From an optimization exercise on the open Yosys and OpenROAD flow, aimed at small area, a short achievable clock period and few clock cycles; shortcuts taken in it are not production practice.
The RTL was checked by simulation tests, not by an equivalence proof against the original design.

--- design/flow/config.mk ---
export PLATFORM = sky130hd
export DESIGN_NAME = conv
export DESIGN_NICKNAME = conv
export VERILOG_FILES = /design/flow/design.v
export SDC_FILE = /design/flow/constraint.sdc
export NUM_CORES = 8
export LEC_CHECK = 0
export CAP_MARGIN = 20
export CORE_MARGIN = 2
export CORE_UTILIZATION = 65
export CTS_CLUSTER_DIAMETER = 70
export CTS_CLUSTER_SIZE = 16
export PLACE_DENSITY = 0.8
export SLEW_MARGIN = 20
--- design/flow/constraint.sdc ---
create_clock -name core_clock -period 16.0 [get_ports {clk}]
set_input_delay 3.2000 -clock core_clock [delete_from_list [all_inputs] [get_ports {clk}]]
set_output_delay 3.2000 -clock core_clock [all_outputs]
set_load 0.01 [all_outputs]
--- design/flow/design.v ---
module skid2 #(parameter W = 8) (
  input              clk,
  input              rst_n,
  input              in_vld,
  input  [W-1:0]     in_data,
  output             in_rdy,
  output             out_vld,
  output [W-1:0]     out_data,
  input              out_take
);
  reg [W-1:0] d0, d1;
  reg         wp, rp, rdy_r;
  reg [1:0]   cnt;
  wire        enq = in_vld & rdy_r;
  wire [1:0]  cnt_n = cnt + {1'b0, enq} - {1'b0, out_take};
  assign in_rdy   = rdy_r;
  assign out_vld  = (cnt != 2'd0);
  assign out_data = rp ? d1 : d0;
  always @(posedge clk) begin
    if (enq & ~wp) d0 <= in_data;
    if (enq &  wp) d1 <= in_data;
    if (!rst_n) begin
      wp    <= 1'b0;
      rp    <= 1'b0;
      cnt   <= 2'd0;
      rdy_r <= 1'b1;
    end else begin
      if (enq)      wp <= ~wp;
      if (out_take) rp <= ~rp;
      cnt   <= cnt_n;
      rdy_r <= ~cnt_n[1];
    end
  end
endmodule
module benc8 (input [7:0] w, output [11:0] e);
  wire [8:0] wx = {w, 1'b0};
  genvar k;
  generate
    for (k = 0; k < 4; k = k + 1) begin : dg
      wire b0 = wx[2*k];
      wire b1 = wx[2*k+1];
      wire b2 = wx[2*k+2];
      assign e[3*k]   = b0 ^ b1;
      assign e[3*k+1] = (b2 & ~b1 & ~b0) | (~b2 & b1 & b0);
      assign e[3*k+2] = b2 & ~(b1 & b0);
    end
  endgenerate
endmodule
module dot4 (
  input  [11:0] e0, e1, e2, e3,    
  input  [7:0]  w0, w1, w2, w3,
  output [20:0] s,
  output [20:0] c
);
  wire [9:0] w1_0 = {{2{w0[7]}}, w0};
  wire [9:0] w2_0 = {w0[7], w0, 1'b0};
  wire [9:0] r0_0 = (({10{e0[0]}} & w1_0) | ({10{e0[1]}} & w2_0)) ^ {10{e0[2]}};
  wire [9:0] r0_1 = (({10{e0[3]}} & w1_0) | ({10{e0[4]}} & w2_0)) ^ {10{e0[5]}};
  wire [9:0] r0_2 = (({10{e0[6]}} & w1_0) | ({10{e0[7]}} & w2_0)) ^ {10{e0[8]}};
  wire [9:0] r0_3 = (({10{e0[9]}} & w1_0) | ({10{e0[10]}} & w2_0)) ^ {10{e0[11]}};
  wire [9:0] w1_1 = {{2{w1[7]}}, w1};
  wire [9:0] w2_1 = {w1[7], w1, 1'b0};
  wire [9:0] r1_0 = (({10{e1[0]}} & w1_1) | ({10{e1[1]}} & w2_1)) ^ {10{e1[2]}};
  wire [9:0] r1_1 = (({10{e1[3]}} & w1_1) | ({10{e1[4]}} & w2_1)) ^ {10{e1[5]}};
  wire [9:0] r1_2 = (({10{e1[6]}} & w1_1) | ({10{e1[7]}} & w2_1)) ^ {10{e1[8]}};
  wire [9:0] r1_3 = (({10{e1[9]}} & w1_1) | ({10{e1[10]}} & w2_1)) ^ {10{e1[11]}};
  wire [9:0] w1_2 = {{2{w2[7]}}, w2};
  wire [9:0] w2_2 = {w2[7], w2, 1'b0};
  wire [9:0] r2_0 = (({10{e2[0]}} & w1_2) | ({10{e2[1]}} & w2_2)) ^ {10{e2[2]}};
  wire [9:0] r2_1 = (({10{e2[3]}} & w1_2) | ({10{e2[4]}} & w2_2)) ^ {10{e2[5]}};
  wire [9:0] r2_2 = (({10{e2[6]}} & w1_2) | ({10{e2[7]}} & w2_2)) ^ {10{e2[8]}};
  wire [9:0] r2_3 = (({10{e2[9]}} & w1_2) | ({10{e2[10]}} & w2_2)) ^ {10{e2[11]}};
  wire [9:0] w1_3 = {{2{w3[7]}}, w3};
  wire [9:0] w2_3 = {w3[7], w3, 1'b0};
  wire [9:0] r3_0 = (({10{e3[0]}} & w1_3) | ({10{e3[1]}} & w2_3)) ^ {10{e3[2]}};
  wire [9:0] r3_1 = (({10{e3[3]}} & w1_3) | ({10{e3[4]}} & w2_3)) ^ {10{e3[5]}};
  wire [9:0] r3_2 = (({10{e3[6]}} & w1_3) | ({10{e3[7]}} & w2_3)) ^ {10{e3[8]}};
  wire [9:0] r3_3 = (({10{e3[9]}} & w1_3) | ({10{e3[10]}} & w2_3)) ^ {10{e3[11]}};
  wire t1 = r0_0[6] ^ r0_1[4];
  wire t2 = r0_0[6] & r0_1[4];
  wire t3 = r0_0[4] ^ r0_1[2] ^ r0_2[0];
  wire t4 = (r0_0[4] & r0_1[2]) | (r0_0[4] & r0_2[0]) | (r0_1[2] & r0_2[0]);
  wire t5 = e0[8] ^ r1_0[4];
  wire t6 = e0[8] & r1_0[4];
  wire t7 = r0_0[5] ^ r0_1[3];
  wire t8 = r0_0[5] & r0_1[3];
  wire t9 = t1 ^ r0_2[2] ^ r0_3[0];
  wire t10 = (t1 & r0_2[2]) | (t1 & r0_3[0]) | (r0_2[2] & r0_3[0]);
  wire t11 = e0[11] ^ r1_0[6] ^ r1_1[4];
  wire t12 = (e0[11] & r1_0[6]) | (e0[11] & r1_1[4]) | (r1_0[6] & r1_1[4]);
  wire t13 = r1_2[2] ^ r1_3[0] ^ e1[11];
  wire t14 = (r1_2[2] & r1_3[0]) | (r1_2[2] & e1[11]) | (r1_3[0] & e1[11]);
  wire t15 = r2_0[6] ^ r2_1[4];
  wire t16 = r2_0[6] & r2_1[4];
  wire t17 = t2 ^ r0_0[7] ^ r0_1[5];
  wire t18 = (t2 & r0_0[7]) | (t2 & r0_1[5]) | (r0_0[7] & r0_1[5]);
  wire t19 = r0_2[3] ^ r0_3[1] ^ r1_0[7];
  wire t20 = (r0_2[3] & r0_3[1]) | (r0_2[3] & r1_0[7]) | (r0_3[1] & r1_0[7]);
  wire t21 = r1_1[5] ^ r1_2[3] ^ r1_3[1];
  wire t22 = (r1_1[5] & r1_2[3]) | (r1_1[5] & r1_3[1]) | (r1_2[3] & r1_3[1]);
  wire t23 = r2_0[7] ^ r2_1[5] ^ r2_2[3];
  wire t24 = (r2_0[7] & r2_1[5]) | (r2_0[7] & r2_2[3]) | (r2_1[5] & r2_2[3]);
  wire t25 = r0_0[8] ^ r0_1[6] ^ r0_2[4];
  wire t26 = (r0_0[8] & r0_1[6]) | (r0_0[8] & r0_2[4]) | (r0_1[6] & r0_2[4]);
  wire t27 = r0_3[2] ^ r1_0[8] ^ r1_1[6];
  wire t28 = (r0_3[2] & r1_0[8]) | (r0_3[2] & r1_1[6]) | (r1_0[8] & r1_1[6]);
  wire t29 = r1_2[4] ^ r1_3[2] ^ r2_0[8];
  wire t30 = (r1_2[4] & r1_3[2]) | (r1_2[4] & r2_0[8]) | (r1_3[2] & r2_0[8]);
  wire t31 = r2_1[6] ^ r2_2[4];
  wire t32 = r2_1[6] & r2_2[4];
  wire t33 = ~r0_0[9] ^ r0_1[7] ^ r0_2[5];
  wire t34 = (~r0_0[9] & r0_1[7]) | (~r0_0[9] & r0_2[5]) | (r0_1[7] & r0_2[5]);
  wire t35 = r0_3[3] ^ ~r1_0[9] ^ r1_1[7];
  wire t36 = (r0_3[3] & ~r1_0[9]) | (r0_3[3] & r1_1[7]) | (~r1_0[9] & r1_1[7]);
  wire t37 = r1_2[5] ^ r1_3[3] ^ ~r2_0[9];
  wire t38 = (r1_2[5] & r1_3[3]) | (r1_2[5] & ~r2_0[9]) | (r1_3[3] & ~r2_0[9]);
  wire t39 = r2_1[7] ^ r2_2[5];
  wire t40 = r2_1[7] & r2_2[5];
  wire t41 = r0_1[8] ^ r0_2[6] ^ r0_3[4];
  wire t42 = (r0_1[8] & r0_2[6]) | (r0_1[8] & r0_3[4]) | (r0_2[6] & r0_3[4]);
  wire t43 = r1_1[8] ^ r1_2[6];
  wire t44 = r1_1[8] & r1_2[6];
  wire t45 = ~r0_1[9] ^ r0_2[7] ^ r0_3[5];
  wire t46 = (~r0_1[9] & r0_2[7]) | (~r0_1[9] & r0_3[5]) | (r0_2[7] & r0_3[5]);
  wire t47 = r0_0[2] ^ r0_1[0] ^ e0[5];
  wire t48 = (r0_0[2] & r0_1[0]) | (r0_0[2] & e0[5]) | (r0_1[0] & e0[5]);
  wire t49 = r1_0[2] ^ r1_1[0];
  wire t50 = r1_0[2] & r1_1[0];
  wire t51 = r0_0[3] ^ r0_1[1];
  wire t52 = r0_0[3] & r0_1[1];
  wire t53 = t3 ^ t5 ^ r1_1[2];
  wire t54 = (t3 & t5) | (t3 & r1_1[2]) | (t5 & r1_1[2]);
  wire t55 = r1_2[0] ^ e1[8] ^ r2_0[4];
  wire t56 = (r1_2[0] & e1[8]) | (r1_2[0] & r2_0[4]) | (e1[8] & r2_0[4]);
  wire t57 = r2_1[2] ^ r2_2[0];
  wire t58 = r2_1[2] & r2_2[0];
  wire t59 = t4 ^ t6 ^ t7;
  wire t60 = (t4 & t6) | (t4 & t7) | (t6 & t7);
  wire t61 = r0_2[1] ^ r1_0[5] ^ r1_1[3];
  wire t62 = (r0_2[1] & r1_0[5]) | (r0_2[1] & r1_1[3]) | (r1_0[5] & r1_1[3]);
  wire t63 = r1_2[1] ^ r2_0[5] ^ r2_1[3];
  wire t64 = (r1_2[1] & r2_0[5]) | (r1_2[1] & r2_1[3]) | (r2_0[5] & r2_1[3]);
  wire t65 = r2_2[1] ^ r3_0[5];
  wire t66 = r2_2[1] & r3_0[5];
  wire t67 = t8 ^ t9 ^ t11;
  wire t68 = (t8 & t9) | (t8 & t11) | (t9 & t11);
  wire t69 = t13 ^ t15 ^ r2_2[2];
  wire t70 = (t13 & t15) | (t13 & r2_2[2]) | (t15 & r2_2[2]);
  wire t71 = r2_3[0] ^ e2[11] ^ r3_0[6];
  wire t72 = (r2_3[0] & e2[11]) | (r2_3[0] & r3_0[6]) | (e2[11] & r3_0[6]);
  wire t73 = r3_1[4] ^ r3_2[2] ^ r3_3[0];
  wire t74 = (r3_1[4] & r3_2[2]) | (r3_1[4] & r3_3[0]) | (r3_2[2] & r3_3[0]);
  wire t75 = t10 ^ t12 ^ t14;
  wire t76 = (t10 & t12) | (t10 & t14) | (t12 & t14);
  wire t77 = t16 ^ t17 ^ t19;
  wire t78 = (t16 & t17) | (t16 & t19) | (t17 & t19);
  wire t79 = t21 ^ t23 ^ r2_3[1];
  wire t80 = (t21 & t23) | (t21 & r2_3[1]) | (t23 & r2_3[1]);
  wire t81 = r3_0[7] ^ r3_1[5] ^ r3_2[3];
  wire t82 = (r3_0[7] & r3_1[5]) | (r3_0[7] & r3_2[3]) | (r3_1[5] & r3_2[3]);
  wire t83 = t18 ^ t20 ^ t22;
  wire t84 = (t18 & t20) | (t18 & t22) | (t20 & t22);
  wire t85 = t24 ^ t25 ^ t27;
  wire t86 = (t24 & t25) | (t24 & t27) | (t25 & t27);
  wire t87 = t29 ^ t31 ^ r2_3[2];
  wire t88 = (t29 & t31) | (t29 & r2_3[2]) | (t31 & r2_3[2]);
  wire t89 = r3_0[8] ^ r3_1[6] ^ r3_2[4];
  wire t90 = (r3_0[8] & r3_1[6]) | (r3_0[8] & r3_2[4]) | (r3_1[6] & r3_2[4]);
  wire t91 = t26 ^ t28 ^ t30;
  wire t92 = (t26 & t28) | (t26 & t30) | (t28 & t30);
  wire t93 = t32 ^ t33 ^ t35;
  wire t94 = (t32 & t33) | (t32 & t35) | (t33 & t35);
  wire t95 = t37 ^ t39 ^ r2_3[3];
  wire t96 = (t37 & t39) | (t37 & r2_3[3]) | (t39 & r2_3[3]);
  wire t97 = ~r3_0[9] ^ r3_1[7] ^ r3_2[5];
  wire t98 = (~r3_0[9] & r3_1[7]) | (~r3_0[9] & r3_2[5]) | (r3_1[7] & r3_2[5]);
  wire t99 = t34 ^ t36 ^ t38;
  wire t100 = (t34 & t36) | (t34 & t38) | (t36 & t38);
  wire t101 = t40 ^ t41 ^ t43;
  wire t102 = (t40 & t41) | (t40 & t43) | (t41 & t43);
  wire t103 = r1_3[4] ^ r2_1[8] ^ r2_2[6];
  wire t104 = (r1_3[4] & r2_1[8]) | (r1_3[4] & r2_2[6]) | (r2_1[8] & r2_2[6]);
  wire t105 = r2_3[4] ^ r3_1[8] ^ r3_2[6];
  wire t106 = (r2_3[4] & r3_1[8]) | (r2_3[4] & r3_2[6]) | (r3_1[8] & r3_2[6]);
  wire t107 = t42 ^ t44 ^ t45;
  wire t108 = (t42 & t44) | (t42 & t45) | (t44 & t45);
  wire t109 = ~r1_1[9] ^ r1_2[7] ^ r1_3[5];
  wire t110 = (~r1_1[9] & r1_2[7]) | (~r1_1[9] & r1_3[5]) | (r1_2[7] & r1_3[5]);
  wire t111 = ~r2_1[9] ^ r2_2[7] ^ r2_3[5];
  wire t112 = (~r2_1[9] & r2_2[7]) | (~r2_1[9] & r2_3[5]) | (r2_2[7] & r2_3[5]);
  wire t113 = ~r3_1[9] ^ r3_2[7] ^ r3_3[5];
  wire t114 = (~r3_1[9] & r3_2[7]) | (~r3_1[9] & r3_3[5]) | (r3_2[7] & r3_3[5]);
  wire t115 = t46 ^ r0_2[8] ^ r0_3[6];
  wire t116 = (t46 & r0_2[8]) | (t46 & r0_3[6]) | (r0_2[8] & r0_3[6]);
  wire t117 = r1_2[8] ^ r1_3[6] ^ r2_2[8];
  wire t118 = (r1_2[8] & r1_3[6]) | (r1_2[8] & r2_2[8]) | (r1_3[6] & r2_2[8]);
  wire t119 = r2_3[6] ^ r3_2[8];
  wire t120 = r2_3[6] & r3_2[8];
  wire t121 = ~r0_2[9] ^ r0_3[7] ^ ~r1_2[9];
  wire t122 = (~r0_2[9] & r0_3[7]) | (~r0_2[9] & ~r1_2[9]) | (r0_3[7] & ~r1_2[9]);
  wire t123 = r0_0[0] ^ e0[2] ^ r1_0[0];
  wire t124 = (r0_0[0] & e0[2]) | (r0_0[0] & r1_0[0]) | (e0[2] & r1_0[0]);
  wire t125 = t47 ^ t49 ^ e1[5];
  wire t126 = (t47 & t49) | (t47 & e1[5]) | (t49 & e1[5]);
  wire t127 = r2_0[2] ^ r2_1[0];
  wire t128 = r2_0[2] & r2_1[0];
  wire t129 = t48 ^ t50 ^ t51;
  wire t130 = (t48 & t50) | (t48 & t51) | (t50 & t51);
  wire t131 = r1_0[3] ^ r1_1[1] ^ r2_0[3];
  wire t132 = (r1_0[3] & r1_1[1]) | (r1_0[3] & r2_0[3]) | (r1_1[1] & r2_0[3]);
  wire t133 = r2_1[1] ^ r3_0[3];
  wire t134 = r2_1[1] & r3_0[3];
  wire t135 = t52 ^ t53 ^ t55;
  wire t136 = (t52 & t53) | (t52 & t55) | (t53 & t55);
  wire t137 = t57 ^ e2[8] ^ r3_0[4];
  wire t138 = (t57 & e2[8]) | (t57 & r3_0[4]) | (e2[8] & r3_0[4]);
  wire t139 = r3_1[2] ^ r3_2[0] ^ e3[8];
  wire t140 = (r3_1[2] & r3_2[0]) | (r3_1[2] & e3[8]) | (r3_2[0] & e3[8]);
  wire t141 = t54 ^ t56 ^ t58;
  wire t142 = (t54 & t56) | (t54 & t58) | (t56 & t58);
  wire t143 = t59 ^ t61 ^ t63;
  wire t144 = (t59 & t61) | (t59 & t63) | (t61 & t63);
  wire t145 = t65 ^ r3_1[3] ^ r3_2[1];
  wire t146 = (t65 & r3_1[3]) | (t65 & r3_2[1]) | (r3_1[3] & r3_2[1]);
  wire t147 = t60 ^ t62 ^ t64;
  wire t148 = (t60 & t62) | (t60 & t64) | (t62 & t64);
  wire t149 = t66 ^ t67 ^ t69;
  wire t150 = (t66 & t67) | (t66 & t69) | (t67 & t69);
  wire t151 = t71 ^ t73 ^ e3[11];
  wire t152 = (t71 & t73) | (t71 & e3[11]) | (t73 & e3[11]);
  wire t153 = t68 ^ t70 ^ t72;
  wire t154 = (t68 & t70) | (t68 & t72) | (t70 & t72);
  wire t155 = t74 ^ t75 ^ t77;
  wire t156 = (t74 & t75) | (t74 & t77) | (t75 & t77);
  wire t157 = t79 ^ t81 ^ r3_3[1];
  wire t158 = (t79 & t81) | (t79 & r3_3[1]) | (t81 & r3_3[1]);
  wire t159 = t76 ^ t78 ^ t80;
  wire t160 = (t76 & t78) | (t76 & t80) | (t78 & t80);
  wire t161 = t82 ^ t83 ^ t85;
  wire t162 = (t82 & t83) | (t82 & t85) | (t83 & t85);
  wire t163 = t87 ^ t89 ^ r3_3[2];
  wire t164 = (t87 & t89) | (t87 & r3_3[2]) | (t89 & r3_3[2]);
  wire t165 = t84 ^ t86 ^ t88;
  wire t166 = (t84 & t86) | (t84 & t88) | (t86 & t88);
  wire t167 = t90 ^ t91 ^ t93;
  wire t168 = (t90 & t91) | (t90 & t93) | (t91 & t93);
  wire t169 = t95 ^ t97 ^ r3_3[3];
  wire t170 = (t95 & t97) | (t95 & r3_3[3]) | (t97 & r3_3[3]);
  wire t171 = t92 ^ t94 ^ t96;
  wire t172 = (t92 & t94) | (t92 & t96) | (t94 & t96);
  wire t173 = t98 ^ t99 ^ t101;
  wire t174 = (t98 & t99) | (t98 & t101) | (t99 & t101);
  wire t175 = t103 ^ t105 ^ r3_3[4];
  wire t176 = (t103 & t105) | (t103 & r3_3[4]) | (t105 & r3_3[4]);
  wire t177 = t100 ^ t102 ^ t104;
  wire t178 = (t100 & t102) | (t100 & t104) | (t102 & t104);
  wire t179 = t106 ^ t107 ^ t109;
  wire t180 = (t106 & t107) | (t106 & t109) | (t107 & t109);
  wire t181 = t111 ^ t113 ^ 1'b1;
  wire t182 = (t111 & t113) | (t111 & 1'b1) | (t113 & 1'b1);
  wire t183 = t108 ^ t110 ^ t112;
  wire t184 = (t108 & t110) | (t108 & t112) | (t110 & t112);
  wire t185 = t114 ^ t115 ^ t117;
  wire t186 = (t114 & t115) | (t114 & t117) | (t115 & t117);
  wire t187 = t119 ^ r3_3[6] ^ 1'b1;
  wire t188 = (t119 & r3_3[6]) | (t119 & 1'b1) | (r3_3[6] & 1'b1);
  wire t189 = t116 ^ t118 ^ t120;
  wire t190 = (t116 & t118) | (t116 & t120) | (t118 & t120);
  wire t191 = t121 ^ r1_3[7] ^ ~r2_2[9];
  wire t192 = (t121 & r1_3[7]) | (t121 & ~r2_2[9]) | (r1_3[7] & ~r2_2[9]);
  wire t193 = r2_3[7] ^ ~r3_2[9] ^ r3_3[7];
  wire t194 = (r2_3[7] & ~r3_2[9]) | (r2_3[7] & r3_3[7]) | (~r3_2[9] & r3_3[7]);
  wire t195 = t122 ^ r0_3[8] ^ r1_3[8];
  wire t196 = (t122 & r0_3[8]) | (t122 & r1_3[8]) | (r0_3[8] & r1_3[8]);
  wire t197 = r2_3[8] ^ r3_3[8];
  wire t198 = r2_3[8] & r3_3[8];
  wire t199 = t123 ^ e1[2] ^ r2_0[0];
  wire t200 = (t123 & e1[2]) | (t123 & r2_0[0]) | (e1[2] & r2_0[0]);
  wire t201 = t124 ^ r0_0[1] ^ r1_0[1];
  wire t202 = (t124 & r0_0[1]) | (t124 & r1_0[1]) | (r0_0[1] & r1_0[1]);
  wire t203 = t125 ^ t127 ^ e2[5];
  wire t204 = (t125 & t127) | (t125 & e2[5]) | (t127 & e2[5]);
  wire t205 = r3_0[2] ^ r3_1[0];
  wire t206 = r3_0[2] & r3_1[0];
  wire t207 = t126 ^ t128 ^ t129;
  wire t208 = (t126 & t128) | (t126 & t129) | (t128 & t129);
  wire t209 = t131 ^ t133 ^ r3_1[1];
  wire t210 = (t131 & t133) | (t131 & r3_1[1]) | (t133 & r3_1[1]);
  wire t211 = t130 ^ t132 ^ t134;
  wire t212 = (t130 & t132) | (t130 & t134) | (t132 & t134);
  wire t213 = t135 ^ t137 ^ t139;
  wire t214 = (t135 & t137) | (t135 & t139) | (t137 & t139);
  wire t215 = t136 ^ t138 ^ t140;
  wire t216 = (t136 & t138) | (t136 & t140) | (t138 & t140);
  wire t217 = t141 ^ t143 ^ t145;
  wire t218 = (t141 & t143) | (t141 & t145) | (t143 & t145);
  wire t219 = t142 ^ t144 ^ t146;
  wire t220 = (t142 & t144) | (t142 & t146) | (t144 & t146);
  wire t221 = t147 ^ t149 ^ t151;
  wire t222 = (t147 & t149) | (t147 & t151) | (t149 & t151);
  wire t223 = t148 ^ t150 ^ t152;
  wire t224 = (t148 & t150) | (t148 & t152) | (t150 & t152);
  wire t225 = t153 ^ t155 ^ t157;
  wire t226 = (t153 & t155) | (t153 & t157) | (t155 & t157);
  wire t227 = t154 ^ t156 ^ t158;
  wire t228 = (t154 & t156) | (t154 & t158) | (t156 & t158);
  wire t229 = t159 ^ t161 ^ t163;
  wire t230 = (t159 & t161) | (t159 & t163) | (t161 & t163);
  wire t231 = t160 ^ t162 ^ t164;
  wire t232 = (t160 & t162) | (t160 & t164) | (t162 & t164);
  wire t233 = t165 ^ t167 ^ t169;
  wire t234 = (t165 & t167) | (t165 & t169) | (t167 & t169);
  wire t235 = t166 ^ t168 ^ t170;
  wire t236 = (t166 & t168) | (t166 & t170) | (t168 & t170);
  wire t237 = t171 ^ t173 ^ t175;
  wire t238 = (t171 & t173) | (t171 & t175) | (t173 & t175);
  wire t239 = t172 ^ t174 ^ t176;
  wire t240 = (t172 & t174) | (t172 & t176) | (t174 & t176);
  wire t241 = t177 ^ t179 ^ t181;
  wire t242 = (t177 & t179) | (t177 & t181) | (t179 & t181);
  wire t243 = t178 ^ t180 ^ t182;
  wire t244 = (t178 & t180) | (t178 & t182) | (t180 & t182);
  wire t245 = t183 ^ t185 ^ t187;
  wire t246 = (t183 & t185) | (t183 & t187) | (t185 & t187);
  wire t247 = t184 ^ t186 ^ t188;
  wire t248 = (t184 & t186) | (t184 & t188) | (t186 & t188);
  wire t249 = t189 ^ t191 ^ t193;
  wire t250 = (t189 & t191) | (t189 & t193) | (t191 & t193);
  wire t251 = t190 ^ t192 ^ t194;
  wire t252 = (t190 & t192) | (t190 & t194) | (t192 & t194);
  wire t253 = t195 ^ t197 ^ 1'b1;
  wire t254 = (t195 & t197) | (t195 & 1'b1) | (t197 & 1'b1);
  wire t255 = t196 ^ t198 ^ ~r0_3[9];
  wire t256 = (t196 & t198) | (t196 & ~r0_3[9]) | (t198 & ~r0_3[9]);
  wire t257 = ~r1_3[9] ^ ~r2_3[9] ^ ~r3_3[9];
  wire t258 = (~r1_3[9] & ~r2_3[9]) | (~r1_3[9] & ~r3_3[9]) | (~r2_3[9] & ~r3_3[9]);
  wire t259 = t199 ^ e2[2];
  wire t260 = t199 & e2[2];
  wire t261 = t200 ^ t201 ^ r2_0[1];
  wire t262 = (t200 & t201) | (t200 & r2_0[1]) | (t201 & r2_0[1]);
  wire t263 = t202 ^ t203 ^ t205;
  wire t264 = (t202 & t203) | (t202 & t205) | (t203 & t205);
  wire t265 = t204 ^ t206 ^ t207;
  wire t266 = (t204 & t206) | (t204 & t207) | (t206 & t207);
  wire t267 = t208 ^ t210 ^ t211;
  wire t268 = (t208 & t210) | (t208 & t211) | (t210 & t211);
  wire t269 = t212 ^ t214 ^ t215;
  wire t270 = (t212 & t214) | (t212 & t215) | (t214 & t215);
  wire t271 = t216 ^ t218 ^ t219;
  wire t272 = (t216 & t218) | (t216 & t219) | (t218 & t219);
  wire t273 = t220 ^ t222 ^ t223;
  wire t274 = (t220 & t222) | (t220 & t223) | (t222 & t223);
  wire t275 = t224 ^ t226 ^ t227;
  wire t276 = (t224 & t226) | (t224 & t227) | (t226 & t227);
  wire t277 = t228 ^ t230 ^ t231;
  wire t278 = (t228 & t230) | (t228 & t231) | (t230 & t231);
  wire t279 = t232 ^ t234 ^ t235;
  wire t280 = (t232 & t234) | (t232 & t235) | (t234 & t235);
  wire t281 = t236 ^ t238 ^ t239;
  wire t282 = (t236 & t238) | (t236 & t239) | (t238 & t239);
  wire t283 = t240 ^ t242 ^ t243;
  wire t284 = (t240 & t242) | (t240 & t243) | (t242 & t243);
  wire t285 = t244 ^ t246 ^ t247;
  wire t286 = (t244 & t246) | (t244 & t247) | (t246 & t247);
  wire t287 = t248 ^ t250 ^ t251;
  wire t288 = (t248 & t250) | (t248 & t251) | (t250 & t251);
  wire t289 = t252 ^ t254 ^ t255;
  wire t290 = (t252 & t254) | (t252 & t255) | (t254 & t255);
  wire t291 = t256 ^ t258;
  wire t292 = t256 & t258;
  wire t293 = t259 ^ r3_0[0];
  wire t294 = t259 & r3_0[0];
  wire t295 = t260 ^ t261 ^ r3_0[1];
  wire t296 = (t260 & t261) | (t260 & r3_0[1]) | (t261 & r3_0[1]);
  wire t297 = t262 ^ t263 ^ e3[5];
  wire t298 = (t262 & t263) | (t262 & e3[5]) | (t263 & e3[5]);
  wire t299 = t264 ^ t265 ^ t209;
  wire t300 = (t264 & t265) | (t264 & t209) | (t265 & t209);
  wire t301 = t266 ^ t267 ^ t213;
  wire t302 = (t266 & t267) | (t266 & t213) | (t267 & t213);
  wire t303 = t268 ^ t269 ^ t217;
  wire t304 = (t268 & t269) | (t268 & t217) | (t269 & t217);
  wire t305 = t270 ^ t271 ^ t221;
  wire t306 = (t270 & t271) | (t270 & t221) | (t271 & t221);
  wire t307 = t272 ^ t273 ^ t225;
  wire t308 = (t272 & t273) | (t272 & t225) | (t273 & t225);
  wire t309 = t274 ^ t275 ^ t229;
  wire t310 = (t274 & t275) | (t274 & t229) | (t275 & t229);
  wire t311 = t276 ^ t277 ^ t233;
  wire t312 = (t276 & t277) | (t276 & t233) | (t277 & t233);
  wire t313 = t278 ^ t279 ^ t237;
  wire t314 = (t278 & t279) | (t278 & t237) | (t279 & t237);
  wire t315 = t280 ^ t281 ^ t241;
  wire t316 = (t280 & t281) | (t280 & t241) | (t281 & t241);
  wire t317 = t282 ^ t283 ^ t245;
  wire t318 = (t282 & t283) | (t282 & t245) | (t283 & t245);
  wire t319 = t284 ^ t285 ^ t249;
  wire t320 = (t284 & t285) | (t284 & t249) | (t285 & t249);
  wire t321 = t286 ^ t287 ^ t253;
  wire t322 = (t286 & t287) | (t286 & t253) | (t287 & t253);
  wire t323 = t288 ^ t289 ^ t257;
  wire t324 = (t288 & t289) | (t288 & t257) | (t289 & t257);
  wire t325 = t290 ^ t291 ^ 1'b1;
  wire t326 = (t290 & t291) | (t290 & 1'b1) | (t291 & 1'b1);
  assign s = {1'b1, 1'b1, 1'b1, t326, t324, t322, t320, t318, t316, t314, t312, t310, t308, t306, t304, t302, t300, t298, t296, t294, t293};
  assign c = {1'b0, 1'b0, 1'b0, t292, t325, t323, t321, t319, t317, t315, t313, t311, t309, t307, t305, t303, t301, t299, t297, t295, e3[2]};
endmodule
module conv #(parameter AW = 5, parameter DB = 10) (
  input         clk,
  input         rst_n,
  input  [7:0]  ifmap_data,
  output        ifmap_rdy,
  input         ifmap_vld,
  input  [7:0]  weight_data,
  output        weight_rdy,
  input         weight_vld,
  output [31:0] ofmap_data,
  input         ofmap_rdy,
  output        ofmap_vld,
  input  [15:0] config_data,
  output        config_rdy,
  input         config_vld
);
  integer i;
  genvar g, h;
  reg        cfg_rdy_r;
  reg        cfg_v;
  reg [5:0]  cfg_a;
  reg [7:0]  cfg_d;
  reg        st_r;       
  reg [4:0]  c_zm1;      
  reg [3:0]  c_pm1;      
  reg [3:0]  c_oxm1;     
  reg [1:0]  c_fxm1;     
  reg [1:0]  c_fym1;     
  reg [1:0]  c_s;        
  reg [4:0]  c_ix;       
  reg [4:0]  c_iy;       
  reg [3:0]  c_ic1m1;    
  reg [7:0]  c_oc1m1;    
  assign config_rdy = cfg_rdy_r;
  always @(posedge clk) begin
    if (!rst_n) begin
      cfg_rdy_r <= 1'b1;
      cfg_v     <= 1'b0;
      st_r      <= 1'b0;
    end else begin
      cfg_v <= config_vld & cfg_rdy_r;
      st_r  <= cfg_v && (cfg_a == 6'd34);
      if (cfg_v && cfg_a == 6'd34) cfg_rdy_r <= 1'b0;
    end
    cfg_a <= config_data[13:8];
    cfg_d <= config_data[7:0];
    if (cfg_v) begin
      case (cfg_a)
        6'd2:  c_zm1   <= cfg_d[4:0];
        6'd4:  c_pm1   <= cfg_d[3:0];
        6'd6:  c_oxm1  <= cfg_d[3:0] - 4'd1;
        6'd10: c_fxm1  <= cfg_d[1:0] - 2'd1;
        6'd12: c_fym1  <= cfg_d[1:0] - 2'd1;
        6'd14: c_s     <= cfg_d[1:0];
        6'd16: c_ix    <= cfg_d[4:0];
        6'd18: c_iy    <= cfg_d[4:0];
        6'd20: c_ic1m1 <= cfg_d[3:0] - 4'd1;
        6'd22: c_oc1m1 <= cfg_d - 8'd1;
        default: ;
      endcase
    end
  end
  reg [4:0] d_rowstep;   
  reg [4:0] d_stepfy;    
  reg [4:0] d_stepic;    
  reg [5:0] d_z;         
  reg [3:0] d_pm2, d_oxm2;
  reg [7:0] d_oc1m2;
  reg       d_ox1, d_fx1, d_fy1, d_ic11, d_oc11;
  reg [7:0] d_ins;       
  wire [4:0] dx   = c_ix - {1'b0, c_oxm1};
  wire [4:0] dyf  = c_iy - {3'b0, c_fym1};
  wire [4:0] ixdy = c_ix * dyf;
  always @(posedge clk) begin
    d_rowstep <= (c_s == 2'd2) ? {dx[3:0], 1'b0} :
                 (c_s == 2'd3) ? dx + {dx[3:0], 1'b0} : dx;
    d_stepfy  <= c_ix - {3'b0, c_fxm1};
    d_stepic  <= ixdy - {3'b0, c_fxm1};
    d_z       <= {1'b0, c_zm1} + 6'd1;
    d_pm2     <= c_pm1 - 4'd1;
    d_oxm2    <= c_oxm1 - 4'd1;
    d_oc1m2   <= c_oc1m1 - 8'd1;
    d_ox1     <= (c_oxm1 == 4'd0);
    d_fx1     <= (c_fxm1 == 2'd0);
    d_fy1     <= (c_fym1 == 2'd0);
    d_ic11    <= (c_ic1m1 == 4'd0);
    d_oc11    <= (c_oc1m1 == 8'd0);
    for (i = 0; i < 8; i = i + 1) d_ins[i] <= (c_pm1[2:0] == i);
  end
  wire       w_v, i_v;
  wire [7:0] w_d, i_d;
  wire       w_take, i_take;
  skid2 #(.W(8)) wsk (
    .clk(clk), .rst_n(rst_n),
    .in_vld(weight_vld), .in_data(weight_data), .in_rdy(weight_rdy),
    .out_vld(w_v), .out_data(w_d), .out_take(w_take)
  );
  skid2 #(.W(8)) isk (
    .clk(clk), .rst_n(rst_n),
    .in_vld(ifmap_vld), .in_data(ifmap_data), .in_rdy(ifmap_rdy),
    .out_vld(i_v), .out_data(i_d), .out_take(i_take)
  );
  reg [3:0] s;           
  reg       s0;          
  reg       pend;        
  reg       rl;          
  reg [3:0] ox;          
  reg       oxl;         
  reg [1:0] fx, fy;
  reg [3:0] ic1;
  reg [7:0] oc1;
  reg       fxl, fyl, icl, ocl;   
  reg       fb;          
  reg [4:0] rel;         
  reg [AW-1:0] rd;       
  reg [4:0] bo;          
  reg [AW-1:0] bb;       
  reg [AW-1:0] rtb;      
  reg       rpar;        
  wire       lb    = fxl & fyl & icl;    
  wire [4:0] bstep = !fxl ? 5'd1 : !fyl ? d_stepfy : d_stepic;
  wire [4:0] bo_nx = bo + bstep;
  reg [7:0] ib [0:(4<<AW)-1];
  reg [AW+1:0] wa;       
  reg [5:0] wwd;         
  reg       wpar;        
  reg       tfull;       
  reg       wlast;       
  reg [6:0] ovl;         
  reg [6:0] fr;          
  reg [5:0] cw;          
  reg       cpar;        
  reg              wv;   
  reg [AW+1:0]     wadr;
  reg [7:0]        wdat;
  wire      ahead = wpar ^ rpar;
  wire      wr_ok = ~tfull & (~ahead | (ovl < fr));
  wire [4:0] fpt  = lb ? (rl ? rel : 5'd31) : ((rl && rel < bo_nx) ? rel : bo_nx);
  assign i_take = i_v & wr_ok;
  always @(posedge clk) begin
    fr   <= (ocl ? {2'b00, fpt} : 7'd0) + (7'd1 << AW);
    wadr <= wa;
    wdat <= i_d;
    if (wv) ib[wadr] <= wdat;
    if (!rst_n) begin
      wa    <= 0;
      wwd   <= 6'd0;
      wpar  <= 1'b0;
      tfull <= 1'b0;
      wlast <= 1'b0;
      ovl   <= 7'd0;
      cw    <= 6'd0;
      cpar  <= 1'b0;
      wv    <= 1'b0;
    end else begin
      cw   <= wwd;
      cpar <= wpar;
      wv   <= i_take;
      if (st_r) begin
        wlast <= (d_z == 6'd1);
        ovl   <= {1'b0, d_z};
      end
      if (i_take) begin
        wa <= wa + 1'b1;
        if (wa[1:0] == 2'd3) begin
          if (wlast && !ahead) begin
            wwd   <= 6'd0;
            wpar  <= ~wpar;
            wlast <= (d_z == 6'd1);
            ovl   <= {1'b0, d_z};
          end else begin
            wwd   <= wwd + 6'd1;
            tfull <= wlast;
            wlast <= (wwd + 6'd2 == d_z);
            ovl   <= ovl + 7'd1;
          end
        end
      end else if (tfull && !ahead) begin
        wwd   <= 6'd0;
        wpar  <= ~wpar;
        tfull <= 1'b0;
        wlast <= (d_z == 6'd1);
        ovl   <= {1'b0, d_z};
      end
    end
  end
  reg [7:0] ws [0:15];
  reg [7:0] wst [0:15];
  reg [4:0] wcnt;
  wire      ws_full = wcnt[4];
  wire      take;
  assign w_take = w_v & (~ws_full | take);
  always @(posedge clk) begin
    if (w_take) begin
      ws[15] <= w_d;
      for (i = 0; i < 15; i = i + 1) ws[i] <= ws[i+1];
    end
    if (take)
      for (i = 0; i < 16; i = i + 1) wst[i] <= ws[i];
    if (!rst_n) wcnt <= 5'd0;
    else        wcnt <= take ? {4'd0, w_take} : wcnt + {4'd0, w_take};
  end
  reg [3:0] wp;          
  reg [1:0] dq;          
  reg [4:0] nal;         
  reg [4:0] nav;         
  wire      pdone;       
  wire avail = (cpar ^ rpar) | ({1'b0, rel} < cw);
  wire dok   = (nal != DB);
  wire issue = (~s0 | ws_full) & (~rl | (avail & (~lb | dok)));
  assign take = issue & s0;
  wire [4:0]    pstep = oxl ? d_rowstep : {3'd0, c_s};
  wire [AW-1:0] rtb_n = rtb + d_z;
  always @(posedge clk) begin
    if (!rst_n) begin
      s <= 4'd0; s0 <= 1'b1; pend <= 1'b0; rl <= 1'b1; ox <= 4'd0; oxl <= 1'b0;
      fx <= 2'd0; fy <= 2'd0; ic1 <= 4'd0; oc1 <= 8'd0;
      fxl <= 1'b0; fyl <= 1'b0; icl <= 1'b0; ocl <= 1'b0; fb <= 1'b1;
      rel <= 5'd0; bo <= 5'd0; bb <= 0; rtb <= 0;
      rpar <= 1'b0;
    end else if (st_r) begin
      oxl <= d_ox1;
      fxl <= d_fx1;
      fyl <= d_fy1;
      icl <= d_ic11;
      ocl <= d_oc11;
    end else if (issue) begin
      if (pend) begin
        s    <= 4'd0;
        s0   <= 1'b1;
        pend <= 1'b0;
        rl   <= 1'b1;
        ox   <= 4'd0;
        oxl  <= d_ox1;
        if (lb) begin
          fx <= 2'd0; fy <= 2'd0; ic1 <= 4'd0;
          fxl <= d_fx1; fyl <= d_fy1; icl <= d_ic11;
          fb <= 1'b1;
          bo <= 5'd0; rel <= 5'd0;
          if (ocl) begin
            oc1 <= 8'd0; ocl <= d_oc11;
            rtb <= rtb_n; rpar <= ~rpar; bb <= rtb_n;
          end else begin
            oc1 <= oc1 + 8'd1; ocl <= (oc1 == d_oc1m2);
            bb <= rtb;
          end
        end else begin
          fb <= 1'b0;
          if (!fxl) begin
            fx <= fx + 2'd1; fxl <= (fx + 2'd1 == c_fxm1);
          end else begin
            fx <= 2'd0; fxl <= d_fx1;
            if (!fyl) begin
              fy <= fy + 2'd1; fyl <= (fy + 2'd1 == c_fym1);
            end else begin
              fy <= 2'd0; fyl <= d_fy1;
              ic1 <= ic1 + 4'd1; icl <= (ic1 + 4'd1 == c_ic1m1);
            end
          end
          bo  <= bo_nx;
          rel <= bo_nx;
          bb  <= bb + bstep;
        end
      end else begin
        s    <= s + 4'd1;
        s0   <= 1'b0;
        pend <= (s == 4'd14);
        rl   <= rl & (s != c_pm1);
        if (rl) begin
          ox   <= oxl ? 4'd0 : ox + 4'd1;
          oxl  <= oxl ? d_ox1 : (ox == d_oxm2);
          rel  <= rel + pstep;
        end
      end
    end
  end
  reg  [31:0]   rd_oh;       
  wire [AW-1:0] rd_nx = !issue ? rd :
                        !pend  ? (rl ? rd + pstep : rd) :
                        lb     ? (ocl ? rtb_n : rtb) : bb + bstep;
  always @(posedge clk) begin
    if (!rst_n) begin
      rd    <= 0;
      rd_oh <= 32'd1;
    end else if (!st_r) begin
      rd    <= rd_nx;
      for (i = 0; i < 32; i = i + 1) rd_oh[i] <= (rd_nx == i);
    end
  end
  reg        t1_v, t1_first, t1_final, t1_real, t1_end;
  reg [47:0] x_r;           
  reg        t2_v, t2_final, t2_real;
  reg        t2_zero;       
  reg [20:0] cs_s [0:3];    
  reg [20:0] cs_c [0:3];
  wire [31:0] x_t [0:32];
  assign x_t[0] = 32'd0;
  generate
    for (g = 0; g < 32; g = g + 1) begin : rdw
      assign x_t[g+1] = x_t[g] | ({32{rd_oh[g]}} & {ib[4*g+3], ib[4*g+2], ib[4*g+1], ib[4*g]});
    end
  endgenerate
  wire [31:0] x_w = x_t[32];
  wire [47:0] x_e;
  generate
    for (g = 0; g < 4; g = g + 1) begin : xe
      benc8 enc (.w(x_w[g*8 +: 8]), .e(x_e[g*12 +: 12]));
    end
  endgenerate
  always @(posedge clk) begin
    t1_first <= fb;
    t1_final <= lb;
    t1_real  <= rl;
    t1_end   <= pend;
    x_r      <= x_e;
    t2_final <= t1_final;
    t2_real  <= t1_real;
    t2_zero  <= t1_end ? t1_final : t1_first;
    if (!rst_n) begin
      t1_v <= 1'b0;
      t2_v <= 1'b0;
    end else begin
      t1_v <= issue;
      t2_v <= t1_v;
    end
  end
  generate
    for (h = 0; h < 4; h = h + 1) begin : mo
      wire [20:0] sv, cv;
      dot4 dp (
        .e0(x_r[0*12 +: 12]), .e1(x_r[1*12 +: 12]), .e2(x_r[2*12 +: 12]), .e3(x_r[3*12 +: 12]),
        .w0(wst[0*4+h]), .w1(wst[1*4+h]), .w2(wst[2*4+h]), .w3(wst[3*4+h]),
        .s(sv), .c(cv)
      );
      always @(posedge clk) begin
        cs_s[h] <= sv;
        cs_c[h] <= cv;
      end
    end
  endgenerate
  reg  [83:0] ch [0:15];
  wire [83:0] acc_n;
  generate
    for (g = 0; g < 4; g = g + 1) begin : acc
      assign acc_n[g*21 +: 21] = ch[0][g*21 +: 21] + cs_s[g] + cs_c[g];
    end
  endgenerate
  always @(posedge clk) begin
    if (t2_v) begin
      for (i = 1; i < 15; i = i + 1) ch[i] <= ch[i+1];
      ch[15] <= acc_n;
    end
    if (!rst_n)    ch[0] <= 84'd0;
    else if (t2_v) ch[0] <= t2_zero ? 84'd0 : ch[1];
  end
  reg [83:0] db [0:DB-1];
  reg        navnz;      
  reg        dwr;        
  reg [20:0] oq [0:1];   
  reg [1:0]  qn;         
  reg        qw, qh;     
  reg [20:0] o_p;        
  reg        o_s;        
  reg        ov;         
  wire       alloc = issue & lb & rl;
  reg  [4*DB-1:0] rsel;   
  wire [20:0] dv_t [0:4*DB];
  assign dv_t[0] = 21'd0;
  generate
    for (g = 0; g < 4*DB; g = g + 1) begin : rdd
      assign dv_t[g+1] = dv_t[g] | ({21{rsel[g]}} & db[g/4][(g%4)*21 +: 21]);
    end
  endgenerate
  wire [20:0] dval = dv_t[4*DB];
  wire       push  = navnz & ~qn[1];
  wire       pop   = ov & ofmap_rdy;
  assign pdone = push & (dq == 2'd3);
  wire [4:0] nal_a = nal + {4'd0, alloc};
  wire [4:0] nav_a = nav + {4'd0, dwr};
  wire [4:0] nal_d = nal_a - 5'd1;
  wire [4:0] nav_d = nav_a - 5'd1;
  wire [20:0] hd_pop  = qn[1] ? oq[~qh] : dval;           
  wire [20:0] hd_stay = (qn != 2'd0) ? oq[qh] : dval;     
  wire [1:0] qn_a = qn + {1'b0, push};
  always @(posedge clk) begin
    if (dwr) db[wp] <= ch[15];
    if (push) oq[qw] <= dval;
    o_p <= pop ? hd_pop : hd_stay;
    o_s <= pop ? hd_pop[20] : (ov ? o_p[20] : dval[20]);
    if (!rst_n) begin
      dwr   <= 1'b0;
      wp    <= 4'd0;
      rsel  <= 1;
      dq    <= 2'd0;
      nal   <= 5'd0;
      nav   <= 5'd0;
      navnz <= 1'b0;
      qn    <= 2'd0;
      qw    <= 1'b0;
      qh    <= 1'b0;
      ov    <= 1'b0;
    end else begin
      dwr <= t2_v & t2_final & t2_real;
      if (dwr) wp <= (wp == DB - 1) ? 4'd0 : wp + 4'd1;
      if (push) begin
        rsel <= {rsel[4*DB-2:0], rsel[4*DB-1]};
        dq <= dq + 2'd1;
        qw <= ~qw;
      end
      nal   <= pdone ? nal_d : nal_a;
      nav   <= pdone ? nav_d : nav_a;
      navnz <= pdone ? (nav_d != 5'd0) : (nav_a != 5'd0);
      if (pop) qh <= ~qh;
      qn <= pop ? qn_a - 2'd1 : qn_a;
      ov <= pop ? (qn_a != 2'd1) : (qn_a != 2'd0);
    end
  end
  assign ofmap_vld  = ov;
  assign ofmap_data = {{11{o_s}}, o_p};
endmodule
--- design/flow/flow/run.sh ---
#!/bin/bash
# Layout flow: the standard synthesis and ORFS layout, with the post-placement
# timing repair (repair_timing) asked to leave a larger setup margin, so that it
# keeps optimising paths well below the 16 ns clock. The SDC and the clock period
# are the design's own; only the optimisation target of the repair changes.
set -euo pipefail
MARGIN=${MARGIN:-11.5}
# 1. Standard synthesis, unchanged.
bash standard.sh synth > synth.log 2>&1
# 2. Floorplan to final layout with the same ORFS make command, plus the margin.
MAKECMD=$(grep '^make ' standard.sh | sed 's/"\${@:-finish}"//')
eval "$MAKECMD SETUP_SLACK_MARGIN=$MARGIN SKIP_GATE_CLONING=1 finish" > layout.log 2>&1
# 3. Write out/final.def (targets are up to date, so make does nothing here).
bash standard.sh finish > def.log 2>&1
--- design/flow/standard.sh ---
#!/bin/bash
# synth_recipe.tcl (not shown) runs the flow's synth.tcl, then flattens the netlist and writes it again
# the make line also repeats each setting of config.mk as NAME=value (left out here)
make -C /OpenROAD-flow-scripts/flow DESIGN_CONFIG=/design/flow/config.mk WORK_HOME=/design/flow/orfs CLKGATE_MAP_FILE= SYNTH_SCRIPT=/design/flow/synth_recipe.tcl "${@:-finish}"
==> results.toml, run 1 <==
[sta]
tightest_slew_ns = 1.29
whs_ns = 0.356
period_needed_ns = 4.78
relSlewSlack_pct = 13.7
finalHoldViolCount = 0
fin_crit_sh_pct = 29.9
rsz0062_at_grt = "yes"
finalSetupViolCount = 0
finalSetupTns_ns = 0
fin_worst_skew_ns = 0.101
slew_violations = 0
fmax_mhz = 209

[clock_network]
clkSinkCount = 4075
clk_pin_slew_ns = 0.08
htree_num_levels = 5
clock_path_buffers = 4
clkLatencyLatePin_ns = 1.01
numCtsBuffers = 311
postCtsHoldBufs = 0
cts_tree = "yes"
root_buffer = "clkbuf_16"

[logic_synthesis]
yosysSeqAreaShare_pct = 69.5
async_flop_share_pct = 0
ys_types = 93
synth_flop_cell = "edfxtp_1"
ys_seq_elements = 4075
avgSynthCellArea_um2 = 15.6
syn-num-nets = 11700
synthCells = 10800
synth_area_leaders = "edfxtp_1 (63%), fa_1 (7.5%), dfxtp_1 (6.9%)"
synth_edf_count = 3495
synth_area_leader_cell = "edfxtp_1"
syn_area_um2 = 168000
yosysTopAreaCellShare_pct = 62.5
synth_warnings = 12

[setup_path]
reg2reg_depth = 15
cpMaxStageDelayCell = "dfxtp_4"
r2r_start = "cs_c[0][0]$_DFF_P_"
worst-path-max-fanout = 5
crit_type = "reg -> out"
r2r_slack_ns = 11.39
arrival_ns = 1.58
worstReg2RegEnd = "ch[15][82]$_DFFE_PP_"
cp_cell_sequence = "buf_6 -> buf_6"
cpPeakStageDelay_ns = 0.36
startpoint_type = "flop"
timing.critical_path.mode_cell = "buf_6"
cp-end-kind = "primary output"
required_ns = 12.80

[placed_design]
dpl.hpwl_um = 268000
globalplace.congestion = 0.920
port_buffers = 71

[floorplanning]
die_area_um2 = 262000
die_h_um = 512
core_area_um2 = 257000
num_rows = 186
initial_utilization_pct = 65.4
die_w_um = 512
pin_count = 74

[grt]
first_global_vias = 100000
grt_pass1_wl_um = 667000
antenna_found_initial = 30
grt_max_degree = 214
grt.total_usage_pct = 34.9
grt.overflow.total = 0

[detailed_routing]
via_per_inst = 6.92
num_vias = 100000
drc_errors = 0
avgRoutedWirePerCell_um = 32.5
wirelength_um = 469000
antenna_left = 0
first_pass_iters = 8
drt_iter0_drc = 16200

[status]
status = "finished clean"

[cells_and_area]
fin_util_pct = 71.3
drive_gt1_share_pct = 9.35
fillers = 14700
nNetsFinal = 11800
syn2layout_area_growth_pct = 9.06

[hold_path]
hold_depth = 0
hp-start = "t1_real$_DFF_P_"
hp-class = "reg -> reg"
hold-path-endpoint = "t2_real$_DFF_P_"

[flow_run]
cap_violations = 0
## per-stage QoR
| step | setup WS, ns | area (um^2) | std cells |
|---|---|---|---|
| 3_3_place_gp | 10.46 | 172000 | 13800 |
| 6_report | 11.22 | 183000 | 14400 |
| 2_1_floorplan | 6.19 | 168000 | 10800 |
| 5_1_grt | 11.20 | 183000 | 14400 |
| 3_5_place_dp | 10.36 | 172000 | 13800 |
| 4_1_cts | 11.19 | 182000 | 14300 |
## sequential cells by signal (all words and copies together) (netlist names), 32 cells and up, named ones only
signal / cells
rsel: 40
db: 840
ws: 128
rd_oh: 32
cs_c: 69
x_r: 48
oq: 42
cs_s: 72
wst: 128
ib: 1024
ch: 1344
## worst max path at each step
stage                          startpoint                endpoint  slack [ns]
after floorplan           t2_v$_SDFF_PN0_  ch[0][10]$_SDFFE_PN0P_        6.19
after global placement              rst_n  ch[0][52]$_SDFFE_PN0P_       10.46
after detailed placement            rst_n  ch[0][66]$_SDFFE_PN0P_       10.36
after CTS                     o_s$_DFF_P_          ofmap_data[24]       11.19
after global routing          o_s$_DFF_P_          ofmap_data[28]       11.20
final                         o_s$_DFF_P_          ofmap_data[28]       11.22
## layout make-up
cell class | instances | area, um^2 | area share (%)
Antenna cell | 19 | 47.5 | 0.0260
Clock buffer | 461 | 8430 | 4.61
Clock inverter | 25 | 284 | 0.155
Inverter | 814 | 3090 | 1.69
Multi-Input combinational cell | 5280 | 46400 | 25.3
Sequential cell | 4075 | 117000 | 63.8
Tap cell | 3384 | 4230 | 2.31
Timing Repair Buffer | 383 | 3850 | 2.11
## per-layer routing
metal / GRT usage, % / vias to the layer above / share of wire, %
met1: 45.8 / 49100 / 33
met4: 18.7 / 12 / 6.7
met2: 52.7 / 8841 / 45
met5: 0 / - / 0.050
met3: 10.7 / 2021 / 15
li1: - / 40000 / -
## synth_stat cells (all sizes together) (7+ instances only)
| library cell | number |
|---|---|
| a2bb2oi | 14 |
| dfxtp | 580 |
| nor2b | 132 |
| nor3 | 40 |
| a21o | 27 |
| xor2 | 252 |
| nor2 | 443 |
| fa | 627 |
| nand3 | 146 |
| edfxtp | 3495 |
| o21bai | 7 |
| o21a | 14 |
| nor3b | 9 |
| a22oi | 1176 |
| mux2i | 57 |
| o221a | 7 |
| a31oi | 14 |
| a22o | 104 |
| and3 | 22 |
| or4 | 35 |
| mux2 | 36 |
| nand2 | 348 |
| nand2b | 23 |
| ha | 261 |
| a221o | 22 |
| a32o | 15 |
| a311oi | 8 |
| clkbuf | 515 |
| buf | 103 |
| nand4 | 173 |
| nor4 | 39 |
| o21ai | 140 |
| or3 | 13 |
| o211ai | 23 |
| a211oi | 47 |
| inv | 813 |
| a21oi | 250 |
| o41ai | 21 |
| a221oi | 103 |
| xnor2 | 520 |
| and2 | 24 |
## repair_timing
item,CTS,global route
resized for setup,283,177
setup buffers,45,77
setup endpoints to repair,324,330
endpoints found under the hold margin,0,0
pin swaps,12,99
## kinds of logic (layout without fill, tap and decap cells)
family / Yosys count / in the layout / synth area share, %
flip-flops: 4075 / 4075 / 69.5
AO/OA/AOI/OAI: 2057 / 2057 / 8.97
AND/OR/NAND/NOR: 1470 / 1470 / 4.23
buffers and inverters: 1432 / 1683 / 3.30
adder cells (fa/ha/maj): 888 / 888 / 9.43
XOR/XNOR: 772 / 772 / 4.03
multiplexers: 93 / 93 / 0.584
other: 0 / 19 / 0
## cell usage in the layout (no fill, tap or decap), types with 63 or more instances in the layout
cell,n
nand4_1,173
clkbuf_1,145
inv_1,795
nand2_1,347
edfxtp_1,3495
dfxtp_1,486
xor2_1,247
clkbuf_16,314
nand3_1,145
nor2_1,409
ha_1,260
buf_4,224
dfxtp_2,81
fa_1,567
a21oi_1,246
xnor2_1,509
o21ai_0,128
a221oi_1,103
buf_6,63
a22oi_1,1149
nor2b_1,130
a22o_1,104
## critical path: cells and delay by family, from the launching register on
kind	cells	cell delay, ns
buf+inv	2	0.24
flops	1	0.36
Testbench counts, summed over its fixed seeds: cycles 19,358.
==> run 2, diff against run 1 <==
--- a/design/flow/design.v
+++ b/design/flow/design.v
@@ -424,10 +424,10 @@
   integer i;
   genvar g, h;
   reg        cfg_rdy_r;
-  reg        cfg_v;
-  reg [5:0]  cfg_a;
-  reg [7:0]  cfg_d;
   reg        st_r;       
+  wire       cfg_fire = config_vld & cfg_rdy_r;
+  wire [5:0] cfg_a    = config_data[13:8];
+  wire [7:0] cfg_d    = config_data[7:0];
   reg [4:0]  c_zm1;      
   reg [3:0]  c_pm1;      
   reg [3:0]  c_oxm1;     
@@ -436,22 +436,18 @@
   reg [1:0]  c_s;        
   reg [4:0]  c_ix;       
   reg [4:0]  c_iy;       
-  reg [3:0]  c_ic1m1;    
+  reg [1:0]  c_ic1m1;    
   reg [7:0]  c_oc1m1;    
   assign config_rdy = cfg_rdy_r;
   always @(posedge clk) begin
     if (!rst_n) begin
       cfg_rdy_r <= 1'b1;
-      cfg_v     <= 1'b0;
       st_r      <= 1'b0;
     end else begin
-      cfg_v <= config_vld & cfg_rdy_r;
-      st_r  <= cfg_v && (cfg_a == 6'd34);
-      if (cfg_v && cfg_a == 6'd34) cfg_rdy_r <= 1'b0;
-    end
-    cfg_a <= config_data[13:8];
-    cfg_d <= config_data[7:0];
-    if (cfg_v) begin
+      st_r  <= cfg_fire && (cfg_a == 6'd34);
+      if (cfg_fire && cfg_a == 6'd34) cfg_rdy_r <= 1'b0;
+    end
+    if (cfg_fire) begin
       case (cfg_a)
         6'd2:  c_zm1   <= cfg_d[4:0];
         6'd4:  c_pm1   <= cfg_d[3:0];
@@ -461,7 +457,7 @@
         6'd14: c_s     <= cfg_d[1:0];
         6'd16: c_ix    <= cfg_d[4:0];
         6'd18: c_iy    <= cfg_d[4:0];
-        6'd20: c_ic1m1 <= cfg_d[3:0] - 4'd1;
+        6'd20: c_ic1m1 <= cfg_d[1:0] - 2'd1;
         6'd22: c_oc1m1 <= cfg_d - 8'd1;
         default: ;
       endcase
@@ -471,8 +467,6 @@
   reg [4:0] d_stepfy;    
   reg [4:0] d_stepic;    
   reg [5:0] d_z;         
-  reg [3:0] d_pm2, d_oxm2;
-  reg [7:0] d_oc1m2;
   reg       d_ox1, d_fx1, d_fy1, d_ic11, d_oc11;
   reg [7:0] d_ins;       
   wire [4:0] dx   = c_ix - {1'b0, c_oxm1};
@@ -484,13 +478,10 @@
     d_stepfy  <= c_ix - {3'b0, c_fxm1};
     d_stepic  <= ixdy - {3'b0, c_fxm1};
     d_z       <= {1'b0, c_zm1} + 6'd1;
-    d_pm2     <= c_pm1 - 4'd1;
-    d_oxm2    <= c_oxm1 - 4'd1;
-    d_oc1m2   <= c_oc1m1 - 8'd1;
     d_ox1     <= (c_oxm1 == 4'd0);
     d_fx1     <= (c_fxm1 == 2'd0);
     d_fy1     <= (c_fym1 == 2'd0);
-    d_ic11    <= (c_ic1m1 == 4'd0);
+    d_ic11    <= (c_ic1m1 == 2'd0);
     d_oc11    <= (c_oc1m1 == 8'd0);
     for (i = 0; i < 8; i = i + 1) d_ins[i] <= (c_pm1[2:0] == i);
   end
@@ -514,7 +505,7 @@
   reg [3:0] ox;          
   reg       oxl;         
   reg [1:0] fx, fy;
-  reg [3:0] ic1;
+  reg [1:0] ic1;
   reg [7:0] oc1;
   reg       fxl, fyl, icl, ocl;   
   reg       fb;          
@@ -621,7 +612,7 @@
   always @(posedge clk) begin
     if (!rst_n) begin
       s <= 4'd0; s0 <= 1'b1; pend <= 1'b0; rl <= 1'b1; ox <= 4'd0; oxl <= 1'b0;
-      fx <= 2'd0; fy <= 2'd0; ic1 <= 4'd0; oc1 <= 8'd0;
+      fx <= 2'd0; fy <= 2'd0; ic1 <= 2'd0; oc1 <= 8'd0;
       fxl <= 1'b0; fyl <= 1'b0; icl <= 1'b0; ocl <= 1'b0; fb <= 1'b1;
       rel <= 5'd0; bo <= 5'd0; bb <= 0; rtb <= 0;
       rpar <= 1'b0;
@@ -640,7 +631,7 @@
         ox   <= 4'd0;
         oxl  <= d_ox1;
         if (lb) begin
-          fx <= 2'd0; fy <= 2'd0; ic1 <= 4'd0;
+          fx <= 2'd0; fy <= 2'd0; ic1 <= 2'd0;
           fxl <= d_fx1; fyl <= d_fy1; icl <= d_ic11;
           fb <= 1'b1;
           bo <= 5'd0; rel <= 5'd0;
@@ -648,7 +639,7 @@
             oc1 <= 8'd0; ocl <= d_oc11;
             rtb <= rtb_n; rpar <= ~rpar; bb <= rtb_n;
           end else begin
-            oc1 <= oc1 + 8'd1; ocl <= (oc1 == d_oc1m2);
+            oc1 <= oc1 + 8'd1; ocl <= (oc1 + 8'd1 == c_oc1m1);
             bb <= rtb;
           end
         end else begin
@@ -661,7 +652,7 @@
               fy <= fy + 2'd1; fyl <= (fy + 2'd1 == c_fym1);
             end else begin
               fy <= 2'd0; fyl <= d_fy1;
-              ic1 <= ic1 + 4'd1; icl <= (ic1 + 4'd1 == c_ic1m1);
+              ic1 <= ic1 + 2'd1; icl <= (ic1 + 2'd1 == c_ic1m1);
             end
           end
           bo  <= bo_nx;
@@ -675,7 +666,7 @@
         rl   <= rl & (s != c_pm1);
         if (rl) begin
           ox   <= oxl ? 4'd0 : ox + 4'd1;
-          oxl  <= oxl ? d_ox1 : (ox == d_oxm2);
+          oxl  <= oxl ? d_ox1 : (ox + 4'd1 == c_oxm1);
           rel  <= rel + pstep;
         end
       end
@@ -767,7 +758,7 @@
   reg [1:0]  qn;         
   reg        qw, qh;     
   reg [20:0] o_p;        
-  reg        o_s;        
+  reg        o_s, o_t;   
   reg        ov;         
   wire       alloc = issue & lb & rl;
   reg  [4*DB-1:0] rsel;   
@@ -794,6 +785,7 @@
     if (push) oq[qw] <= dval;
     o_p <= pop ? hd_pop : hd_stay;
     o_s <= pop ? hd_pop[20] : (ov ? o_p[20] : dval[20]);
+    o_t <= pop ? hd_pop[20] : (ov ? o_s : dval[20]);
     if (!rst_n) begin
       dwr   <= 1'b0;
       wp    <= 4'd0;
@@ -823,5 +815,5 @@
     end
   end
   assign ofmap_vld  = ov;
-  assign ofmap_data = {{11{o_s}}, o_p};
+  assign ofmap_data = {{6{o_t}}, {5{o_s}}, o_p};
 endmodule
==> results.toml, run 2 <==
[floorplanning]
die_w_um = 511
core_area_um2 = 255000
num_rows = 185
pin_count = 74
die_h_um = 511
die_area_um2 = 261000
initial_utilization_pct = 65.5

[logic_synthesis]
synth_area_leaders = "edfxtp_1 (63%), fa_1 (7.5%), dfxtp_1 (6.6%)"
synth_edf_count = 3493
yosysSeqAreaShare_pct = 69.5
synth_common_cells = "edfxtp_1 (3493), a22oi_1 (1182), inv_1 (788)"
yosys.cell_count.top_type = "edfxtp_1"
yosysTopAreaCellShare_pct = 62.9
async_flop_share_pct = 0
syn-num-nets = 11700
ys_types = 83
synthCells = 10800
ys_seq_elements = 4045
avgSynthCellArea_um2 = 15.5
synth_flop_cell = "edfxtp_1"
syn_area_um2 = 167000
synth_warnings = 12
synth_area_leader_cell = "edfxtp_1"

[flow_run]
cap_violations = 0

[cells_and_area]
syn2layout_area_growth_pct = 9.02
top_register = "ch"
nNetsFinal = 11700
ff_latch_area_um2 = 116000
multiInputGateArea_um2 = 46100
largest_reg_flops = 1344
fillers = 15100
layout_common_cells = "edfxtp_1 (3493), a22oi_1 (1159), inv_1 (780), fa_1 (580), xnor2_1 (515)"
instances_no_fill = 14400
largestRegisters = "ch: 1344 flops, ib: 1024 flops, db: 840 flops"
drive_gt1_share_pct = 8.80
mostFrequentLayoutCell = "edfxtp_1"

[clock_network]
clkSinkCount = 4045
clk_pin_slew_ns = 0.07
clock_path_buffers = 4
numCtsBuffers = 305
clkLatencyLatePin_ns = 0.92
cts_tree = "yes"
htree_num_levels = 5
root_buffer = "clkbuf_16"

[detailed_routing]
antenna_left = 0
avgRoutedWirePerCell_um = 31.7
num_vias = 97900
drt_iter0_drc = 15800
first_pass_iters = 7
wirelength_um = 455000
via_per_inst = 6.81
drc_errors = 0

[hold_path]
hp-start = "t1_real$_DFF_P_"
hp-class = "reg -> reg"

[sta]
fmax_mhz = 213
slew_violations = 0
tightest_slew_ns = 1.33
finalHoldViolCount = 0
fin_worst_skew_ns = 0.0777
period_needed_ns = 4.70
finalSetupTns_ns = 0
rsz0062_at_grt = "yes"
finalSetupViolCount = 0
fin_crit_sh_pct = 29.4
relSlewSlack_pct = 11.2

[setup_path]
startpoint_type = "flop"
r2r_start = "wst[1][5]$_DFFE_PP_"
cpPeakStageDelay_ns = 0.38
cp_cell_sequence = "buf_6 -> buf_6"
arrival_ns = 1.50
crit_family = "flip-flops"
cp-end-kind = "primary output"
worst-path-max-fanout = 6
timing.critical_path.mode_cell = "buf_6"
cp-startpoint = "o_t$_DFF_P_"
crit_type = "reg -> out"
required_ns = 12.80
worst-path-buf-inv = 2
cpMaxStageDelayCell = "dfxtp_4"

[placed_design]
placed_cells = 13700
dpl.hpwl_um = 270000
port_buffers = 71
globalplace.congestion = 0.944

[status]
status = "finished clean"

[grt]
grt_pass1_wl_um = 655000
grt.total_usage_pct = 34.5
grt.overflow.total = 0
antenna_found_initial = 37
first_global_vias = 99500
grt_max_degree = 182
[run 2: cell types whose count changed after synthesis, sizes merged, moves of 14 or more]
cell	delta
dfxtp	-28
inv	-20
o21ai	+24
o41ai	-19
xor2	-20
a32o	-15
a21oi	+34
nor3	+14
[run 2: repair_timing]
item,CTS,global route
buffers inserted,49,38
cloned,0,0
endpoints found under the setup margin,346,267
resized for setup,277,154
hold buffers,0,0
pin swaps,3,81
[run 2: final timing paths]
check	slack [ns]	depth (start not counted)	to
hold reg to reg	0.34	0	t2_real$_DFF_P_
setup / recovery	11.30	2	ofmap_data[31]
hold / removal	0.34	0	t2_real$_DFF_P_
setup reg to reg	11.47	14	cs_c[1][7]$_DFF_P_
[run 2: final cells by class]
class | count | area share, %
Clock inverter | 38 | 0.274
Antenna cell | 16 | 0.0220
Inverter | 794 | 1.65
Tap cell | 3366 | 2.32
Multi-Input combinational cell | 5291 | 25.3
Sequential cell | 4045 | 63.8
Clock buffer | 496 | 4.67
Timing Repair Buffer | 342 | 1.91
[run 2: worst register-to-register path, stage by stage, from the launching register on]
cell and delay, ns:
edfxtp_1 0.42, buf_4 0.17, a22oi_2 0.13, xnor2_1 0.09, ha_1 0.34, fa_1 0.54
inv_2 0.04, fa_1 0.49, inv_2 0.05, fa_2 0.52, inv_2 0.04, fa_2 0.34
fa_1 0.54, inv_2 0.05, fa_2 0.67
[run 2: cells by family (layout without fill, tap and decap cells)]
kind of cell,after synthesis,in the layout,synth area share (%)
muxes,92,92,0.576
xor gates and xnor gates,759,759,3.98
buffers and inverters,1414,1670,3.27
adders and majority gates,884,884,9.45
and+or+nand+nor,1479,1479,4.29
other,0,16,0
DFF,4045,4045,69.5
AOI/OAI and AO/OA,2077,2077,8.94
[run 2: routing by layer]
metal	track usage, %	share of wire, %	vias to the layer above
li1	-	-	39700
met1	45.8	34	48400
met2	51.6	44	8000
met3	11.2	16	1735
met4	17.3	6.4	24
met5	0	0.10	-
[run 2: stage by stage]
step           hold WS, ns  util (%)  instance area, um^2  setup WS, ns
6_report             0.337      71.4               182000         11.30
5_1_grt              0.344      71.4               182000         11.26
4_1_cts              0.340      71.0               181000         11.26
3_5_place_dp         0.322      67.1               171000         10.54
3_3_place_gp         0.319      67.1               171000         10.61
2_1_floorplan        0.310         -               167000          6.19
Testbench counts of run 2, summed over its fixed seeds: cycles 19,358.

-- what the ideal ports hide --
Ports are ideal in the flow. The routed layouts listed here were re-timed in OpenROAD. Step 1 assumes that a clkbuf_16 drives the clock port and a buf_2 every other input. Step 2, shift: input delay + t, output delay - t, t = (earliest + latest rising clock arrival at the registers) / 2. This alone moves slack from input paths to output paths. Three values: ideal ports, drivers, drivers and shift; two values: the first two.
| run | t, ns | setup WS [ns] | worst hold slack (ns) | worst setup path after step 2 |
|---|---|---|---|---|
| run 1 | 1.070 | 11.222 / 11.115 / 10.639 | 0.356 / 0.356 / 0.356 | input to register |
| run 2 | 0.972 | 11.298 / 11.206 / 10.680 | 0.337 / 0.337 / 0.337 | input to register |
After both steps every run listed still meets setup and hold. The setup slack of run 2, which loses most, moves by -0.092 ns with the drivers and by -0.618 ns with both steps.
